This is an optimization exercise on Yosys and OpenROAD, whose aim is small area and a short achievable clock period, not a production implementation.
RTL that was checked went through simulation tests only; none was proved equivalent to the original.
No activity file was given, so power comes from the tool's default toggle rates.

// Top
module Top (
    input         enable,
    input  [31:0] addr,
    input  [31:0] w_data,
    input  [1:0]  htrans,
    input  [2:0]  hsize,
    input         hwrite,
    input  [2:0]  hburst,
    input         Master_ready,
    input         Slave_ready,
    input         HCLK,
    input         HRESETn,
    input  [1:0]  hselx,
    output [31:0] data_out
    );
    wire        m_idle, m_write, m_read, mr_next, mw_next;
    wire [31:0] HADDR;
    wire [1:0]  HTRANS;
    wire [31:0] WDATA;
    wire [31:0] data_out_q;
    wire        HRESP;
    wire [3:0]  HSEL;
    wire [127:0] hrdata_all;
    wire [255:0] g_all;
    wire [3:0]  hresp_all;
    master Master (
        .HCLK(HCLK), .HRESETn(HRESETn),
        .enable(enable), .addr(addr), .w_data(w_data), .htrans(htrans),
        .hsize(hsize), .hwrite(hwrite), .hburst(hburst),
        .HREADY(Master_ready), .HRESP(HRESP),
        .m_idle(m_idle), .m_write(m_write), .m_read(m_read), .mr_next(mr_next), .mw_next(mw_next),
        .HADDR(HADDR), .HTRANS(HTRANS), .WDATA(WDATA),
        .data_out(data_out), .data_out_q(data_out_q)
    );
    reg  [3:0] idx;
    reg        lt16, gt16;
    wire       lt16_n = (HADDR[31:6] == 26'd0);
    wire       eq16_n = (HADDR[31:2] == 30'd16);
    wire [15:0] sel_next = lt16_n ? (16'd1 << HADDR[5:2]) : 16'd0;
    wire [15:0] wsel     = lt16   ? (16'd1 << idx) : 16'd0;
    always @(posedge HCLK or negedge HRESETn) begin
        if (!HRESETn) begin
            idx  <= 4'd0;
            lt16 <= 1'b1;
            gt16 <= 1'b0;
        end else begin
            if (Slave_ready) begin
                idx  <= HADDR[5:2];
                lt16 <= lt16_n;
                gt16 <= ~lt16_n & ~eq16_n;
            end
        end
    end
    wire [7:0] DSEL;
    Decoder Decode (.SEL(hselx), .READY(Slave_ready), .HSEL(HSEL), .DSEL(DSEL));
    genvar s;
    generate
        for (s = 0; s < 4; s = s + 1) begin : sl
            slave #(.SLAVE(s)) Slave (
                .HCLK(HCLK), .HRESETn(HRESETn),
                .HREADY(Slave_ready), .HWRITE(hwrite), .HTRANS(HTRANS),
  ...
Settings: LEC_CHECK=0, CAP_MARGIN=10, CORE_MARGIN=2, CORE_UTILIZATION=45, CTS_CLUSTER_DIAMETER=70, CTS_CLUSTER_SIZE=30, PLACE_DENSITY=0.6, SETUP_SLACK_MARGIN=3.5, SLEW_MARGIN=10; clock period 8.0 ns.
standard.sh (not shown) runs the stock make flow with config.mk's settings and CLKGATE_MAP_FILE= SYNTH_SCRIPT=/design/flow/synth_recipe.tcl, a recipe that flattens the netlist after the stock synthesis.
==> flow/flow/run.sh <==
#!/bin/bash
set -euo pipefail
export SYNTH_KEEP_MODULES="Multiplexor"
export BUFFER_PORTS_ARGS="-buffer_cell sky130_fd_sc_hd__buf_4"
bash standard.sh > standard.log 2>&1
The first run completed without violations.
==> next run, changes <==
- CAP_MARGIN: 10 -> 20
- SETUP_SLACK_MARGIN: 3.5 -> 4.2
- SLEW_MARGIN: 10 -> 20
Result:
- design area rises by 3.2%
- register-to-register slack improved by 0.07 ns
- sequential share of layout area falls by 2.0 points

========
Starting RTL as in the previous note.
Settings: LEC_CHECK=0, CAP_MARGIN=20, CORE_MARGIN=2, CORE_UTILIZATION=45, CTS_CLUSTER_DIAMETER=70, CTS_CLUSTER_SIZE=30, PLACE_DENSITY=0.6, SETUP_SLACK_MARGIN=3.5, SLEW_MARGIN=20; clock period 8.0 ns.
Scripts as last shown in full above: flow/flow/run.sh
==> next run, changes <==
- CTS_CLUSTER_DIAMETER: 70 -> 60
- CTS_CLUSTER_SIZE: 30 -> 24
- The new run ran to the end with no violations
- worst setup slack got worse by 0.021 ns
- die area stays the same
- via count barely changes
- total power is higher by 2.2%
- final cell count hardly moves
- sequential power hardly moves
- wire length hardly moves
- clock power is higher by 8.6%
- synthesized cell count does not change
- cell area hardly moves
- clock skew stays flat

========
== 06-08 ==
Another version of the RTL of Top (not shown whole).
For scale: ~6800 cells after synthesis, roughly 2700 flip-flops, roughly 110 I/O pins, about 100000 sq um of cells after synthesis.
clock: 8.0 ns
lec_check: 0
cap_margin: 20
core_margin: 2
core_utilization: 45
cts_cluster_diameter: 60
cts_cluster_size: 24
place_density: 0.6
setup_slack_margin: 3.5
slew_margin: 20
run.sh (not shown) runs the stock make flow with config.mk's settings and CLKGATE_MAP_FILE= SYNTH_SCRIPT=/design/flow/synth_recipe.tcl, a recipe that flattens the netlist after the stock synthesis.
Stock flow here: none of the scripts above is used.
No stage failed in 06-08, and the final checks on the layout all came back clean.
> inputs changed (06-08 -> 05-12)
--- a/flow/config.mk
+++ b/flow/config.mk
@@ -15 +15,2 @@
 export SLEW_MARGIN = 20
+export SYNTH_HIERARCHICAL = 1
Results
- Looking at internal power summed over all cells, 05-12 sits 1.6% higher than 06-08 does.
- Against 06-08 as the reference, 05-12 delivers a higher share of cell area taken by multi-input logic gates.
- In the reports for 05-12 and 06-08, the smaller clock group share of total power belongs to 05-12.
No run of this note included a check of the RTL's function; only the layout flow was run.

port drivers added, routing unchanged:
The results above use ideal ports. As a check the final layouts listed here were re-extracted and re-timed, cells and wires unchanged.
Step 1 (the two cells are an assumption about what drives the block):
set clk [get_ports {HCLK}]
set_driving_cell -lib_cell sky130_fd_sc_hd__clkbuf_16 $clk
set_driving_cell -lib_cell sky130_fd_sc_hd__buf_2 [delete_from_list [all_inputs] $clk]
Step 2 adds t to the input delays and takes it off the output delays; t is the mean of the earliest and latest rising clock arrival at the registers after step 1. Input paths then give back, and output paths get back, about the clock's delay inside the block.
Slacks: ideal ports / drivers / drivers and shift; pairs: ideal ports / drivers.
run	t (ns)	setup slack, ns	worst setup path at the end	latest minus earliest clock arrival (ns)	slew at the worst register clock pin (ns)
the first run of note 1	0.956	3.298 / 3.002 / 2.583	input to register	0.064 / 0.063	0.12 / 0.12
the second run of note 1	0.947	3.316 / 3.071 / 2.572	input to register	0.054 / 0.054	0.12 / 0.12
the first run of note 2	0.958	3.317 / 2.977 / 2.565	input to register	0.058 / 0.059	0.12 / 0.12
the second run of note 2	0.964	3.296 / 2.928 / 2.563	input to register	0.052 / 0.053	0.10 / 0.10
06-08	0.956	2.602 / 2.310 / 2.310	input to output	0.067 / 0.067	0.10 / 0.10
05-12	0.980	2.900 / 2.810 / 2.485	input to register	0.049 / 0.049	0.10 / 0.10
After both steps every run listed still meets setup and hold. For the first run of note 2, which loses most, drivers alone change the setup slack by -0.340 ns; drivers and shift together by -0.752 ns.
